From an optimization exercise on the open Yosys and OpenROAD flow, aimed at small area and a short achievable clock period; shortcuts taken in it are not production practice. In this exercise RTL edits were held to simulation tests only and were not proved equivalent to the original.

==> flow/design.v <==
module hornet (
	input  clk, reset_n,
	output logic [17:0] s, r, t,
	input  logic [17:0] rsq, dsq,
	output logic  [8:0] mem_a,
	input  logic [17:0] mem_d
);
logic [8:0] mem_adr;
logic       mem_req, mem_ack;
always_ff @ (posedge clk or negedge reset_n) if (~reset_n) mem_req <= 0; else mem_req <= 1;
always_ff @ (posedge clk or negedge reset_n) if (~reset_n) mem_ack <= 0; else mem_ack <= mem_req;
logic [17:0] t_nxt, s_nxt, r_nxt, r_dec, a, a_nxt, i, i_nxt, mem_sda;
logic [18:0] ts, tsa;
logic  [9:0] p, p_nxt, p_inca;
logic  [8:0] b, b_nxt;
logic  [1:0] slot, slot_nxt;
logic  [6:0] p_inc;
logic cf;
assign cf = 1'b0;
logic  [4:0] slot0, slot1, slot2, slot3, instr;
assign slot0 =   i [17:13] ^ 5'b01010;
assign slot1 =   i [12: 8] ^ 5'b10101;
assign slot2 =   i [ 7: 3] ^ 5'b01010;
assign slot3 = {(i [ 2: 0] ^   3'b101), 2'b00};
always_comb
	case (slot)
		    0 : instr = slot0;
		    1 : instr = slot1;
		    2 : instr = slot2;
		default instr = slot3;
	endcase
logic [7:0] jumpa;
always_comb
	case (slot)
		    0 : jumpa = {           i [ 9: 0]};
		    1 : jumpa = {p [ 9: 8], i [ 7: 0]};
		    2 : jumpa = {p [ 9: 3], i [ 2: 0]};
		default jumpa = {           i [ 9: 0]};  
	endcase
assign p_inc = p[6:0] + 6'b000001;
assign r_dec = r - 1;
assign p_inca = {p [9:7], p_inc};
assign ts  = {t[17], t} + {s[17], s};
assign tsa = a[0] ? ts : {t[17], t};
always_comb
	case (instr)  
		   0 : r_nxt = rsq;
		   1 : r_nxt = {7'b0000000, p};
		   3 : r_nxt = {7'b0000000, p};
		   4 : r_nxt = |r ? r_dec : rsq;
		   5 : r_nxt = |r ? r_dec : rsq;
		  25 : r_nxt = rsq;
		  29 : r_nxt = t;
		default          r_nxt = r;
	endcase
always_comb
	case (instr)  
		   0 : p_nxt = r [9:0];
		   1 : p_nxt = r [9:0];
		   2 : p_nxt = jumpa;
		   3 : p_nxt = jumpa;
		   5 : p_nxt = |r           ? jumpa : p;
		   6 : p_nxt = (t     == 0) ? jumpa : p_inca;
		   7 : p_nxt = (t[17] == 0) ? jumpa : p_inca;
		   8 : p_nxt = p_inca;
		  12 : p_nxt = p_inca;
		default          p_nxt = p_inca;
	endcase
always_comb
	case (instr)  
		   8 : t_nxt = mem_sda;
		   9 : t_nxt = mem_sda;
		  10 : t_nxt = mem_sda;
		  11 : t_nxt = mem_sda;
		  12 : t_nxt = s;
		  13 : t_nxt = s;
		  14 : t_nxt = s;
		  15 : t_nxt = s;
		  16 : t_nxt = tsa[18:1];
		  17 : t_nxt = {t [16: 0], t [    0]};
		  18 : t_nxt = {t [17   ], t [17: 1]};
		  19 : t_nxt = ~t;
		  20 : t_nxt = p [9] ? (t + s + cf) : ts;
		  21 : t_nxt = t & s;
		  22 : t_nxt = t ^ s;
		  23 : t_nxt = s;
		  25 : t_nxt = r;
		  26 : t_nxt = mem_sda;
		  27 : t_nxt = a;
		default          t_nxt = t;
	endcase
always_comb
	case (instr)  
		  16 : a_nxt = {tsa[0], a[17:1]};
		  31 : a_nxt = t;
		default          a_nxt = a;
	endcase
always_comb
	case (instr)  
		  30 : b_nxt = t [8:0];
		default          b_nxt = b;
	endcase
always_comb
	case (instr)  
		   8 : s_nxt = t;
		   9 : s_nxt = t;
		  10 : s_nxt = t;
		  11 : s_nxt = t;
		  12 : s_nxt = dsq;
		  13 : s_nxt = dsq;
		  14 : s_nxt = dsq;
		  15 : s_nxt = dsq;
		  20 : s_nxt = dsq;
		  21 : s_nxt = dsq;
		  22 : s_nxt = dsq;
		  23 : s_nxt = dsq;
		  24 : s_nxt = t;
		  25 : s_nxt = t;
		  26 : s_nxt = t;
		  27 : s_nxt = t;
		  29 : s_nxt = dsq;
		  30 : s_nxt = dsq;
		  31 : s_nxt = dsq;
		default          s_nxt = s;
	endcase
always_comb
	case (instr)  
		   0 : mem_adr  = r [8:0];
		   2 : mem_adr  = jumpa;
		   3 : mem_adr  = jumpa;
		   5 : mem_adr  = |r           ? jumpa : p;
		   6 : mem_adr  = (t     == 0) ? jumpa : p;
		   7 : mem_adr  = (t[17] == 0) ? jumpa : p;
		   9 : mem_adr  = a;
		  10 : mem_adr  = b;
		  11 : mem_adr  = a;
		  13 : mem_adr  = a;
		  14 : mem_adr  = b;
		  15 : mem_adr  = a;
		default          mem_adr  = p;
	endcase
always_comb
	case (slot)
		    3 : i_nxt = mem_sda;
		default i_nxt = i;
	endcase
always_comb
	case (slot)
		    0 : slot_nxt = 1;
		    1 : slot_nxt = 2;
		    2 : slot_nxt = 3;
		default slot_nxt = mem_ack ? 0 : slot;
	endcase
always_ff @ (posedge clk or negedge reset_n)
	if (~reset_n)     i <= 18'b 101100100110110010;
	else if (mem_ack) i <= i_nxt;
always_ff @ (posedge clk or negedge reset_n)
	if (~reset_n)     p <= 0;
	else if (mem_ack) p <= p_nxt;
always_ff @ (posedge clk or negedge reset_n)
	if (~reset_n) slot <= 3;
	else          slot <= slot_nxt;
always_ff @ (posedge clk or negedge reset_n) if (~reset_n) t <= 0; else t <= t_nxt;
always_ff @ (posedge clk or negedge reset_n) if (~reset_n) s <= 0; else s <= s_nxt;
always_ff @ (posedge clk or negedge reset_n) if (~reset_n) r <= 0; else r <= r_nxt;
always_ff @ (posedge clk or negedge reset_n) if (~reset_n) a <= 0; else a <= a_nxt;
always_ff @ (posedge clk or negedge reset_n) if (~reset_n) b <= 0; else b <= b_nxt;
logic  [8:0] addr_mem;
always_ff @ (posedge clk or negedge reset_n) if (~reset_n) addr_mem <= 0; else if (mem_req) addr_mem <= mem_adr;
assign mem_a   = addr_mem;
assign mem_sda = mem_d;
endmodule  
==> flow/run.sh <==
#!/bin/bash
# synth_recipe.tcl (not shown) runs the flow's synth.tcl, then flattens the netlist and writes it again
# the make line also repeats each setting of config.mk as NAME=value (left out here)
make -C /OpenROAD-flow-scripts/flow DESIGN_CONFIG=/design/flow/config.mk WORK_HOME=/design/flow/orfs CLKGATE_MAP_FILE= SYNTH_SCRIPT=/design/flow/synth_recipe.tcl finish
==> flow/config.mk <==
export PLATFORM = sky130hd
export DESIGN_NAME = hornet
export DESIGN_NICKNAME = hornet
export VERILOG_FILES = /design/flow/design.v
export SDC_FILE = /design/flow/constraint.sdc
export NUM_CORES = 4
export LEC_CHECK = 0
export CAP_MARGIN = 20
export CORE_MARGIN = 2
export CORE_UTILIZATION = 40
export SLEW_MARGIN = 20
==> flow/constraint.sdc <==
create_clock -name core_clock -period 5.0 [get_ports {clk}]
set_input_delay 1.0000 -clock core_clock [delete_from_list [all_inputs] [get_ports {clk}]]
set_output_delay 1.0000 -clock core_clock [all_outputs]
set_load 0.01 [all_outputs]
==> flow_summary.yaml, run 1 <==
sta:
  worst_slew_pin_slew_ns: 0.859
  fin_tns_setup_ns: 0
  post_route_fraction_of_the_period_consumed_by_the_critical_path_pct: 81.3
  max_freq_mhz: 246
  timing_max_transition_violations_final: 0
  timing.clock.skew_ns: 0.0137
  finalWorstPathRequiredPeriod_ns: 4.07
  timing.max_slew.rel_slack_pct: 41.3
  rsz_0062_raised_after_global_routing: "no"
  finalSetupViolCount: 0
  final-hold-violation-count: 0
floorplanning:
  floorplan.io_pins: 119
  floorplan.core_area_um2: 23500
  core.rowCount: 56
  fp.dieArea_um2: 25200
  floorplan.initialDensity_pct: 40.8
  dieWidth_um: 159
  floorplan.die.height_um: 159
cells_and_area:
  finalCoreUtilization_pct: 49.6
  layout-area-overhead-vs-synth_pct: 21.5
  layout-drive-gt1-share_pct: 13.0
  fin_nets: 1270
  fill_cells: 2247
  stdcell_area_um2: 11600
flow_run:
  maximum_capacitance_violations: 0
setup_path:
  r2r_cells: 8
  critical_path.startpoint_type: "register"
  critical_path.reg2reg.startpoint: "slot[1]"
  crit-reg2reg-capture: "s[17]"
  critPathMaxFanout: 20
  worst_setup_path_class: "register to register"
  worst-r2r-setup-slack_ns: 0.93
  setup.worst_path.end_class: "register"
  cp.required_ns: 5.30
  timing.critical_path.arrival_ns: 4.37
worst_hold_path:
  min-delay-path-class: "register to register"
  worst_hold_startpoint: "b[2]"
  timing.hold.worst_endpoint: "b[2]"
  worst_hold_path.num_cells: 1
logic_synthesis:
  synthesis.area_um2: 9590
  synth-seq-cells: 122
  syn-instance-count: 1102
  ys_warn_count: 1
  post_synth_num_cell_types: 93
  synth.avg_cell_area_um2: 8.70
  synth_fp_nets: 1184
  ys_async_sr_fraction_pct: 100
  largest_cells_by_area_after_synthesis: "dfrtp_1 29%, mux2i_1 4.4%, mux2_2 4.2%, nand2_1 4.2%, a21oi_1 3.9%"
  portion_of_synthesized_cell_area_occupied_by_the_leading_cell_type_pct: 29.0
  post-synth-top-count-cell: "dfrtp_1"
  synthTopCellsByCount: "111 x dfrtp_1, 108 x nand2_1, 87 x nor2_1"
  synth_flop_cell: "dfrtp_1"
  synth_top_area_cell: "dfrtp_1"
  seq_area_frac_synth_pct: 32.0
  synth_edf_count: 0
grt:
  total_overflow_reported_by_the_global_router: 0
  track_usage_pct: 30.5
  antenna_violations_before_repair: 0
  grt_pass1_wl_mm: 59.5
  grt_pass1_vias: 9691
  grt_max_degree: 50
clock_network:
  cts_tree: "yes"
  post_cts_buffers: 0
  cts_buffers: 17
  clk_pin_slew_ns: 0.06
  clk_path_buf_depth: 2
  ctsHtreeMaxLevel: 4
  clock_insertion_delay_worst_skew_ns: 0.44
  cts-resized-gates: 0
  cts_hold_repair_buffers: 0
  clk_root_buffer_cell: "clkbuf_16"
  cts_num_sinks: 122
placed_design:
  post_dp_cell_area_um2: 11100
  port_buffers: 118
  gp_routability_congestion: 0.960
  detailedPlacementHpwl_mm: 28.0
routing:
  wl_mm: 38.5
  drt_first_iter_violations: 1053
  vias_per_cell: 6.54
  average_detailed_routed_wire_length_per_instance_um: 25.3
  first_pass_iters: 8
  drcViolationCount: 0
  drtAntennaViolNets: 0
  detailroute.via_count: 9935
outcome:
  run_status: "complete, no violations"
## worst max path at each step
stage,end,slack [ns],cells after the start,from
floorplan,s[10],2.01,12,slot[0]
global placement,s[1],1.04,8,slot[1]
detailed placement,s[3],0.98,8,slot[1]
CTS,s[17],0.97,8,slot[1]
global route,s[11],0.66,8,slot[1]
finish,s[17],0.93,8,slot[1]
## critical path, cell delays in order, from the launching register on
cell	delay [ns]
dfstp_2	0.57
ha_1	0.64
a221o_1	0.76
nand3_1	0.56
o21ai_1	0.28
a21oi_2	0.08
buf_4	0.23
and2_1	0.41
a221o_1	0.39
## sequential cells by signal (all words and copies together), names as in the netlist
name      flops
addr_mem      9
slot          2
p            10
s            18
mem_ack       1
t            18
b             9
r            18
i            18
a            18
mem_req       1
## final cells by class
class | count | area [um2] | share of cell area [%]
Multi-Input combinational cell | 876 | 6080 | 52.2
Timing Repair Buffer | 153 | 1440 | 12.4
Antenna cell | 1 | 2.50 | 0.0215
Tap cell | 319 | 399 | 3.43
Inverter | 18 | 67.6 | 0.580
Clock inverter | 12 | 140 | 1.20
Sequential cell | 122 | 3070 | 26.3
Clock buffer | 19 | 453 | 3.89
## cells by family after synthesis
group	synth area share, %
fa+ha+maj	3.47
simple gates	19.1
xor+xnor	2.83
mux	8.61
other cells	0.0391
compound gates	29.2
flops	32.0
buf+inv	4.74
## per-stage QoR
stage	hold slack, ns	std cells	setup WS (ns)
5_1_grt	0.533	1519	0.662
3_5_place_dp	0.495	1488	0.977
6_report	0.507	1520	0.934
2_1_floorplan	0.352	1102	2.01
4_1_cts	0.508	1519	0.967
3_3_place_gp	0.481	1488	1.04
## cell usage in the layout, fill, tap and decap left out, drive strengths merged, types with 21 or more instances in the layout
cell / Yosys / final
ha: 25 / 25
clkdlybuf4s50: 0 / 117
o21ai: 69 / 69
a221o: 33 / 33
buf: 29 / 36
nor2: 91 / 91
nor2b: 32 / 32
mux2i: 42 / 42
nand2: 109 / 109
mux2: 36 / 36
nor3: 28 / 28
a221oi: 22 / 22
dfrtp: 111 / 111
a21oi: 78 / 78
a22oi: 38 / 38
nand3: 33 / 33
inv: 18 / 21
## metal layers
layer  track usage (%)  wire (um)  vias to the layer above
li1                  -          -                     4375
met1              39.0      15600                     4826
met2              48.4      17500                      597
met3              6.87       3370                      137
met4              15.3       2000                        0
met5                 0          0                        -
==> run 2: changes to the inputs <==
==> flow/design.v (replaced) <==
module hornet (
	input  clk, reset_n,
	output logic [17:0] s, r, t,
	input  logic [17:0] rsq, dsq,
	output logic  [8:0] mem_a,
	input  logic [17:0] mem_d
);
logic [1:0]  slot;
logic [4:0]  op, op_nxt;
logic [12:0] ir;
logic [9:0]  p, p_nxt, p_inca;
logic [17:0] a, t_nxt, s_nxt, r_nxt, a_nxt;
logic [8:0]  b, b_nxt, am_nxt;
logic [7:0]  jumpa;
logic [18:0] ts;
logic        rnz, tz;
assign jumpa  = slot[1] ? {p[7:3], ir[2:0]} : ir[7:0];
assign p_inca = {p[9:7], p[6:0] + 7'd1};
assign ts     = {t[17], t} + {s[17], s};
assign rnz    = |r;
assign tz     = ~|t;
always_comb
	case (slot)
		0 : op_nxt = ir[12:8] ^ 5'b10101;
		1 : op_nxt = ir[ 7:3] ^ 5'b01010;
		2 : op_nxt = {ir[2:0] ^ 3'b101, 2'b00};
		default op_nxt = mem_d[17:13] ^ 5'b01010;
	endcase
always_comb
	case (op)
		8, 9, 10, 11, 26 : t_nxt = mem_d;
		12, 13, 14, 15, 23 : t_nxt = s;
		16 : t_nxt = a[0] ? ts[18:1] : {t[17], t[17:1]};
		17 : t_nxt = {t[16:0], t[0]};
		18 : t_nxt = {t[17], t[17:1]};
		19 : t_nxt = ~t;
		20 : t_nxt = ts[17:0];
		21 : t_nxt = t & s;
		22 : t_nxt = t ^ s;
		25 : t_nxt = r;
		27 : t_nxt = a;
		default t_nxt = t;
	endcase
always_comb
	case (op)
		8, 9, 10, 11, 24, 25, 26, 27 : s_nxt = t;
		12, 13, 14, 15, 20, 21, 22, 23, 29, 30, 31 : s_nxt = dsq;
		default s_nxt = s;
	endcase
always_comb
	case (op)
		0, 25 : r_nxt = rsq;
		1, 3  : r_nxt = {8'd0, p};
		4, 5  : r_nxt = rnz ? r - 18'd1 : rsq;
		29    : r_nxt = t;
		default r_nxt = r;
	endcase
always_comb
	case (op)
		16 : a_nxt = {a[0] ? ts[0] : t[0], a[17:1]};
		31 : a_nxt = t;
		default a_nxt = a;
	endcase
assign b_nxt = (op == 30) ? t[8:0] : b;
always_comb
	case (op)
		0, 1 : p_nxt = r[9:0];
		2, 3 : p_nxt = {2'b00, jumpa};
		5    : p_nxt = rnz    ? {2'b00, jumpa} : p;
		6    : p_nxt = tz     ? {2'b00, jumpa} : p_inca;
		7    : p_nxt = ~t[17] ? {2'b00, jumpa} : p_inca;
		default p_nxt = p_inca;
	endcase
always_comb
	case (op)
		0    : am_nxt = r[8:0];
		2, 3 : am_nxt = {1'b0, jumpa};
		5    : am_nxt = rnz    ? {1'b0, jumpa} : p[8:0];
		6    : am_nxt = tz     ? {1'b0, jumpa} : p[8:0];
		7    : am_nxt = ~t[17] ? {1'b0, jumpa} : p[8:0];
		9, 11, 13, 15 : am_nxt = a[8:0];
		10, 14 : am_nxt = b;
		default am_nxt = p[8:0];
	endcase
always_ff @ (posedge clk or negedge reset_n)
	if (~reset_n) begin
		slot  <= 2'd1;
		op    <= 5'd1;
		p     <= 0;
		t     <= 0;
		s     <= 0;
		r     <= 0;
		a     <= 0;
		b     <= 0;
		mem_a <= 0;
		ir[7:0] <= 8'b01011010;
	end else begin
		slot  <= slot + 2'd1;
		op    <= op_nxt;
		p     <= p_nxt;
		t     <= t_nxt;
		s     <= s_nxt;
		r     <= r_nxt;
		a     <= a_nxt;
		b     <= b_nxt;
		mem_a <= am_nxt;
		if (slot == 3) ir[7:0] <= mem_d[7:0];
	end
always_ff @ (posedge clk)
	if (slot == 3) ir[12:8] <= mem_d[12:8];
endmodule  
==> run 2 against run 1 <==
First-iteration DRC count increased by 35%; die area decreased by 3.8%; still clean; core utilization decreased by 0.44 points; hold slack got worse by 0.0035 ns; register-to-register slack improved by 0.61 ns; design area decreased by 4.4%; via count increased by 1.6%.
==> flow_summary.yaml, run 2 <==
grt:
  track_usage_pct: 34.1
  antenna_violations_before_repair: 0
  grt_pass1_wl_mm: 61.8
  grt_max_degree: 66
  total_overflow_reported_by_the_global_router: 0
  grt_pass1_vias: 9619
logic_synthesis:
  synth_fp_nets: 1223
  portion_of_synthesized_cell_area_occupied_by_the_leading_cell_type_pct: 29.6
  synth-seq-cells: 120
  ys_async_sr_fraction_pct: 95.8
  ys_warn_count: 1
  synthesis.area_um2: 9220
  synth_edf_count: 5
  seq_area_frac_synth_pct: 32.9
  post-synth-top-count-cell: "nand2_1"
  post_synth_num_cell_types: 80
  synthTopCellsByCount: "149 x nand2_1, 112 x a21oi_1, 109 x dfrtp_1"
  syn-instance-count: 1141
  synth_flop_cell: "dfrtp_1"
  synth.avg_cell_area_um2: 8.08
  synth_top_area_cell: "dfrtp_1"
  largest_cells_by_area_after_synthesis: "dfrtp_1 30%, a21oi_1 6.1%, nand2_1 6.1%, mux2i_1 4.1%, nor2_1 3.5%"
routing:
  vias_per_cell: 6.68
  drcViolationCount: 0
  wl_mm: 41.5
  drt_first_iter_violations: 1425
  first_pass_iters: 6
  drtAntennaViolNets: 0
  detailroute.via_count: 10100
  average_detailed_routed_wire_length_per_instance_um: 27.5
cells_and_area:
  layout-area-overhead-vs-synth_pct: 20.8
  layout_commonest_cell: "nand2_1"
  layout-drive-gt1-share_pct: 9.14
  footprint_of_the_flip_flops_and_latches_um2: 3040
  multi_input_area_um2: 5660
  fin_nets: 1295
  finalCoreUtilization_pct: 49.2
  most_frequent_cells_in_the_layout: "149 x nand2_1, 117 x clkdlybuf4s50_1, 112 x a21oi_1, 109 x dfrtp_1, 87 x nor2_1"
  antenna_cells_inserted: 0
  fill_cells: 2227
floorplanning:
  dieWidth_um: 156
  floorplan.io_pins: 119
  floorplan.die.height_um: 156
  floorplan.core_area_um2: 22600
  floorplan.initialDensity_pct: 40.7
  core.rowCount: 55
  fp.dieArea_um2: 24300
sta:
  finalSetupViolCount: 0
  final-hold-violation-count: 0
  fin_tns_setup_ns: 0
  rsz_0062_raised_after_global_routing: "no"
  timing.max_slew.rel_slack_pct: 26.1
  worst_slew_pin_slew_ns: 1.10
  timing_max_transition_violations_final: 0
  finalWorstPathRequiredPeriod_ns: 3.46
  max_freq_mhz: 289
  post_route_fraction_of_the_period_consumed_by_the_critical_path_pct: 69.1
  timing.clock.skew_ns: 0.00918
setup_path:
  critical_path.reg2reg.startpoint: "op[3]"
  cp.required_ns: 5.36
  crit-reg2reg-capture: "t[3]"
  cpPeakStageDelay_ns: 0.84
  timing.critical_path.arrival_ns: 3.81
  critPathMaxFanout: 21
  worst_path_max_delay_cell: "and2_0"
  r2r_cells: 7
  crit_chain: "buf_4 > or3b_1 > nor3_4 > and2_0 > a22oi_1 > and3_1 > o21ai_1"
  setup.worst_path.end_class: "register"
  worst_setup_path_class: "register to register"
  critical_path.startpoint_type: "register"
  worst-r2r-setup-slack_ns: 1.54
clock_network:
  cts_num_sinks: 120
  clk_root_buffer_cell: "clkbuf_16"
  cts-resized-gates: 0
  ctsHtreeMaxLevel: 4
  post_cts_buffers: 0
  clk_path_buf_depth: 2
  clk_pin_slew_ns: 0.06
  cts_hold_repair_buffers: 0
  cts_tree: "yes"
  clock_insertion_delay_worst_skew_ns: 0.43
  cts_buffers: 17
outcome:
  run_status: "complete, no violations"
worst_hold_path:
  worst_hold_startpoint: "p[9]"
  timing.hold.worst_endpoint: "p[9]"
  min-delay-path-class: "register to register"
  worst_hold_path.num_cells: 1
placed_design:
  gp_routability_congestion: 1.01
  detailedPlacementHpwl_mm: 29.8
  port_buffers: 118
flow_run:
  maximum_capacitance_violations: 0
## run 2: stage by stage
stage	setup WS (ns)	std cells	hold WS, ns	cell area [um2]
after floorplan	2.39	1141	0.465	9220
after global placement	1.69	1479	0.487	10600
after detailed placement	1.62	1479	0.495	10600
after CTS	1.61	1511	0.509	11100
after global routing	1.29	1511	0.524	11100
final	1.54	1511	0.504	11100
## run 2: kinds of logic (layout without fill, tap and decap cells)
group           Yosys count  in the layout  synth area share, %
compound gates          409            409                 29.7
xor+xnor                 25             25                 2.38
fa+ha+maj                26             26                 3.61
buf+inv                 128            213                 5.77
flops                   120            120                 32.9
mux                      56             56                 6.33
simple gates            377            377                 19.3
## run 2: per-layer routing
| layer | GRT usage, % | vias up | part of all wire, % |
|---|---|---|---|
| met5 | 0 | - | 0 |
| met4 | 14.7 | 0 | 4.2 |
| met3 | 7.78 | 111 | 10 |
| met2 | 51.0 | 687 | 43 |
| met1 | 47.4 | 4873 | 43 |
| li1 | - | 4422 | - |
## run 2: worst max path at each step
| stage | to | slack, ns | start | cells after the start |
|---|---|---|---|---|
| 2_1_floorplan | t[13] | 2.39 | s[0] | 9 |
| 3_3_place_gp | r[17] | 1.69 | op[0] | 7 |
| 3_5_place_dp | r[17] | 1.62 | op[0] | 7 |
| 4_1_cts | r[17] | 1.61 | op[0] | 7 |
| 5_1_grt | r[17] | 1.29 | op[0] | 7 |
| 6_report | t[3] | 1.54 | op[3] | 7 |
## run 2: worst max-delay path, delay by kind of cell, from the launching register on
kind / cells / cell delay, ns
compound gates: 2 / 0.31
simple gates: 4 / 2.04
buf+inv: 1 / 0.34
flops: 1 / 0.68
## run 2: area by class of cell
class	instances	area share, %
Timing Repair Buffer	152	12.9
Inverter	29	0.978
Sequential cell	120	27.3
Clock inverter	14	1.01
Multi-Input combinational cell	893	50.8
Clock buffer	18	3.85
Tap cell	285	3.20

separate check: timing with driven ports:
Ports are ideal in the flow. The routed layouts listed here were re-timed in OpenROAD. Step 1 sets driving cells, clkbuf_16 on the clock port and buf_2 on the other inputs (assumed; they add their load-dependent delay and slew). Step 2, shift: input delay + t, output delay - t, t = (earliest + latest rising clock arrival at the registers) / 2. This alone moves slack from input paths to output paths. Slacks: ideal / step 1 / step 2; pairs: ideal / step 1.
run | shift t [ns] | slack for setup (ns) | worst data-port slew with drivers (ns) | cell pins on the clock port's net
run 1 | 0.478 | 0.934 / 0.934 / 0.934 | 0.04 | 1
run 2 | 0.473 | 1.544 / 1.544 / 1.544 | 0.05 | 1
After both steps every run listed still meets setup and hold.
